What follows belongs to an exercise in optimizing a design on an open flow for small area, a short achievable clock period and few clock cycles; a production flow would make more cautious choices.
The RTL was checked by simulation tests, not by an equivalence proof against the original design.

## flow/design.v (module list and top-level ports; edited modules follow where they fit)
// module fir_filter: 2587 lines
// module fir_fa: 4 lines
// module fir_ha: 4 lines
module fir_filter #(
    parameter DATA_WIDTH = 16,
    parameter TAPS = 16
)(
    input wire clk,
    input wire reset,
    input wire start_fir,
    input wire [1:0] filter_mode,
    input wire [TAPS*DATA_WIDTH-1:0] input_buffer,
    output reg signed [DATA_WIDTH-1:0] fir_output,
    output reg fir_done
);
  // ...
==> flow/flow/run.sh <==
#!/bin/bash
# The standard layout (standard.sh) with smaller port buffers (buf_1).
set -uo pipefail
bash standard.sh "BUFFER_PORTS_ARGS=-buffer_cell sky130_fd_sc_hd__buf_1" finish > standard_make.log 2>&1
==> flow/standard.sh <==
#!/bin/bash
# synth_recipe.tcl (not shown) runs the flow's synth.tcl, then flattens the netlist and writes it again
# the make line also repeats each setting of config.mk as NAME=value (left out here)
make -C /OpenROAD-flow-scripts/flow DESIGN_CONFIG=/design/flow/config.mk WORK_HOME=/design/flow/orfs CLKGATE_MAP_FILE= SYNTH_SCRIPT=/design/flow/synth_recipe.tcl "${@:-finish}"
==> flow/config.mk <==
export PLATFORM = sky130hd
export DESIGN_NAME = fir_filter
export DESIGN_NICKNAME = fir_filter
export VERILOG_FILES = /design/flow/design.v
export SDC_FILE = /design/flow/constraint.sdc
export NUM_CORES = 4
export LEC_CHECK = 0
export CAP_MARGIN = 20
export CORE_MARGIN = 2
export CORE_UTILIZATION = 40
export GPL_TIMING_DRIVEN = 0
export PLACE_DENSITY = 0.6
export SETUP_SLACK_MARGIN = 4.0
export SLEW_MARGIN = 20
export SYNTH_HIERARCHICAL = 1
export SYNTH_MINIMUM_KEEP_SIZE = 0
==> flow/constraint.sdc <==
create_clock -name core_clock -period 11.0 [get_ports {clk}]
set_input_delay 2.2000 -clock core_clock [delete_from_list [all_inputs] [get_ports {clk}]]
set_output_delay 2.2000 -clock core_clock [all_outputs]
set_load 0.01 [all_outputs]
==> run notes, run 1 <==
* Asr flop ratio synth at 1.20%
* Avg Cell Area, Syn at 10.2 µm²
* Cts hold-fix bufs at 0
* CTS tree: yes
* Unrepaired setup endpoints after global routing: true
* Well tap count at 615
* Min Hold Slack at 1.64 ns
* Area post-placement at 21000 µm²
* Vias post-DR at 17500
* Crit start category: flip-flop
* Worst Setup Slack post-DPL at 2.84 ns
* Non-clock buffering overhead at 8.22%
* Antenna Nets Post-Route at 0
* Port bufs at 277
* Crit end category: primary output
* Design Area, Final at 22000 µm²
* Finished Layout Cells at 2805
* DR WL met3 at 9750 µm
* Count of multi-input gates at 1661
* Worst path depth at 15
* Number of non-clock buffers in the layout at 396
* Simple-gate area share of the yosys netlist at 14.8%
* First-pass GRT wire length at 123000 µm
* Antenna diode count at 1
* Max layer used: met5
* Vias per cell at 6.23
* Xor and xnor area share after synthesis at 0.961%
* Setup TNS at 0 ns
* Gr ovfl total at 0
* Fin crit share at 66.1%
* Run status: complete, no violations
* Post-Route WL at 87100 µm
* Fillers at 4594
* Hold Crit Class: input pin to async pin
* Setup CP Type: flip-flop to primary output
* Sequential area share after synthesis at 8.71%
* Distinct cells, synth at 54
* Nets at 3025
* Commonest non-fill, non-tap cell in the layout: fa_1
* Clock buf count at 9
Testbench counts, summed over its fixed seeds: cycles 1,032.
==> inputs of run 2 (changes only) <==
==> flow/flow/run.sh (replaced) <==
#!/bin/bash
# The standard layout (standard.sh), with smaller port buffers and power
# recovery (downsizing of gates off the critical paths) after global routing.
set -uo pipefail
bash standard.sh "BUFFER_PORTS_ARGS=-buffer_cell sky130_fd_sc_hd__buf_1" RECOVER_POWER=100 finish > standard_make.log 2>&1
==> flow/config.mk (replaced) <==
export PLATFORM = sky130hd
export DESIGN_NAME = fir_filter
export DESIGN_NICKNAME = fir_filter
export VERILOG_FILES = /design/flow/design.v
export SDC_FILE = /design/flow/constraint.sdc
export NUM_CORES = 4
export LEC_CHECK = 0
export CAP_MARGIN = 0
export CORE_MARGIN = 2
export CORE_UTILIZATION = 40
export GPL_TIMING_DRIVEN = 0
export PLACE_DENSITY = 0.6
export SLEW_MARGIN = 0
export SYNTH_HIERARCHICAL = 1
export SYNTH_MINIMUM_KEEP_SIZE = 0
==> run 2 against run 1 <==
Clock-buffer cell count is the same. Non-clock buffer count shrank 15. Still clean on timing, DRC and antenna. Routed wire length shrank 1.2%. Worst hold slack lost 0.013 ns. Global-route usage shrank 0.40 points. Sequential share of layout area grew 0.13 points. Critical path depth shrank 1. Synthesized area is the same. Utilization shrank 1.7 points. Die area is the same.
==> run notes, run 2 <==
* Setup TNS at 0 ns (unchanged)
* Max Freq at 0.126 GHz
* Post-synth EDFFs at 0
* Initial antenna violation count at 1
* CTS max path bufs at 2
* Antenna diode count at 0 (-1)
* MaxCap Viol Count at 0
* Min Hold Slack at 1.63 ns (-0.0135 ns)
* Synth-to-Final Area Change at 11.0%
* Post-synth top area share at 52.5%
* Cts hold-fix bufs at 0 (unchanged)
* DR iter-0 viols at 2300
* Area leader, netlist: fa_1
* Run status: complete, no violations
* Die area at 49600 µm²
* Distinct cells, synth at 54 (unchanged)
* Hold Crit Class: input pin to async pin
* Max reg flops at 17
* Starting Density at 40.3%
* Vias per cell at 6.17 (-0.97%)
* # resized after CTS at 0
* H-tree Lvls at 3
* Initial DRT Pass Iterations at 8
* Worst Setup EP: r1_9
* Yosys Warn Count at 7
* Post-Route WL at 86100 µm (-1.2%)
* Core area at 47400 µm²
* Top post-synthesis cells by count: fa_1 (502), nand2_1 (371), o211ai_1 (103), nor2_1 (98), a21oi_1 (94)
* Cells after synthesis at 1873
* Antenna Nets Post-Route at 0 (unchanged)
* Final hold viol count at 0
* Cell with the most instances after synthesis: fa_1
* Root buf cell: clkbuf_16
* Port bufs at 277 (unchanged)
* TritonCTS buffer count at 9
* RePlAce Congestion at 0.993
* Unrepaired setup endpoints after global routing: false
* Chip height at 223 µm
* Clk slew on worst S/H paths at 0.08 ns
* First-pass GRT wire length at 121000 µm (-1.6%)
* Num Clock Sinks at 83
* GRT Total Usage at 34.8%
* DRC viols at 0
* Die width at 223 µm
* Fillers at 4691 (+2.1%)
* Vias post-DR at 17200 (-1.5%)
* Crit start category: input pin
* Largest net degree at the start of global routing at 18
* DP Wirelength at 71800 µm
* Commonest cells after routing, fill and taps aside: fa_1 (502), nand2_1 (371), buf_1 (283)
* Setup CP Type: input pin to flip-flop
* Gr ovfl total at 0 (unchanged)
* Commonest non-fill, non-tap cell in the layout: fa_1
* Setup Buffers After CTS at 0
* Slew Limit Fails at 0
* Avg Cell Area, Syn at 10.2 µm² (unchanged)
* Critical path data arrival time at 8.16 ns
* Core Rows at 80
* Fin crit share at 72.3% (+6.2 points)
* # setup viols final at 0
* Detailed-route wire length per cell at 30.9 µm
* Relative slew slack at 5.41%
* CTS tree: yes
* Crit end category: flip-flop
* Layout cell share with drive strength beyond 1 at 1.06%
* Period minus WS final at 7.95 ns
* Vias in the first global route at 17800
* Mapped Area at 19100 µm²
* Nets at 3010 (-0.50%)
* Dominant cells by area after synthesis: fa_1 (53%), dfxtp_1 (8.6%), nand2_1 (7.3%)
* CP max FO at 10
* Sequential area share after synthesis at 8.71% (unchanged)
* Most flops, register: r_eg
* Asr flop ratio synth at 1.20% (unchanged)
* Synth Flop Type: dfxtp_1
* Worst setup startpoint: filter_mode[1]
* FF+latch count, synth at 83
* Worst-margin pin slew at 1.42 ns
* Num ports at 278
* Worst endpoint required time at 11.21 ns
-- run 2: cell counts after synthesis --
No cell type changed its count.
-- run 2: cell families (layout without fill, tap and decap cells) --
logic type	Yosys count	count (layout)	synth area share (%)
simple gates	651	651	14.8
xor+xnor	21	21	0.961
mux	8	8	0.419
flops	83	83	8.71
buf+inv	137	430	2.78
other cells	1	9	0.0196
compound gates	392	392	14.7
fa+ha+maj	580	580	57.6
-- run 2: layer usage --
metal	GRT usage, %	vias up	routed length, µm
li1	-	6982	-
met1	45.2	8668	32300
met2	53.9	1288	38500
met3	9.02	277	9920
met4	17.6	2	5330
met5	0	-	13
-- run 2: worst min-delay path by stage --
stage / endpoint / slack [ns] / cells past startpoint
finish: fir_done / 1.63 / 2
global route: fir_done / 1.62 / 2
CTS: fir_done / 1.62 / 2
detailed placement: fir_done / 2.01 / 2
global placement: fir_done / 2.01 / 2
floorplan: fir_done / 1.93 / 1
-- run 2: final cells by class --
| type | count | area (µm²) | area share (%) |
|---|---|---|---|
| multi-input cells | 1661 | 16900 | 79.7 |
| clock inverters | 7 | 70.1 | 0.330 |
| plain buffers | 104 | 408 | 1.92 |
| repair buffers | 277 | 1040 | 4.90 |
| inverters | 33 | 124 | 0.583 |
| flip-flops and latches | 83 | 1670 | 7.85 |
| well taps | 615 | 769 | 3.62 |
| clock buffers | 9 | 225 | 1.06 |
-- run 2: worst max-delay path, stage by stage --
cell and delay [ns]:
buf_1 0.14, inv_1 0.11, ha_1 0.35, clkbuf_1 0.34, clkbuf_1 0.52, clkbuf_1 1.02
nor2_1 0.12, a21oi_1 0.21, fa_1 0.47, fa_1 0.49, fa_1 0.59, fa_1 0.49
fa_1 0.55, fa_1 0.54
-- run 2: Yosys stat by module (local to each module, per instance) --
module	flip-flops and latches	cell area, µm²	cells inside	times used
fir_ha	0	12.5	1	35
fir_filter	83	8660	1337	1
fir_fa	0	20.0	1	501
-- run 2: per-stage QoR --
stage / area (µm²) / setup slack (ns) / std cells / util [%]
6_report: 21200 / 3.05 / 2789 / 44.8
5_1_grt: 21200 / 2.76 / 2789 / 44.8
4_1_cts: 21300 / 3.22 / 2789 / 44.8
3_5_place_dp: 21000 / 2.87 / 2773 / 44.2
3_3_place_gp: 21000 / 2.92 / 2773 / 44.2
2_1_floorplan: 19200 / 4.19 / 1881 / -

-- separate check: timing with driven ports --
How much do the figures lean on ideal ports? The routed layouts below were timed once more, with nothing changed but the port constraints. Step 1 (the two cells are an assumption about what drives the block):
set clk [get_ports {clk}]
set_driving_cell -lib_cell sky130_fd_sc_hd__clkbuf_16 $clk
set_driving_cell -lib_cell sky130_fd_sc_hd__buf_2 [delete_from_list [all_inputs] $clk]
Step 2, shift: input delay + t, output delay - t, t = (earliest + latest rising clock arrival at the registers) / 2. This alone moves slack from input paths to output paths. Slacks: ideal / step 1 / step 2; pairs: ideal / step 1.
run | shift t [ns] | slack for setup (ns) | worst setup path at the end
run 1 | 0.418 | 3.728 / 3.660 / 3.695 | input to register
run 2 | 0.422 | 3.045 / 2.983 / 2.674 | input to register
After both steps setup and hold are still met in every run listed. The setup slack of run 2, which loses most, moves by -0.062 ns with the drivers and by -0.371 ns with both steps.
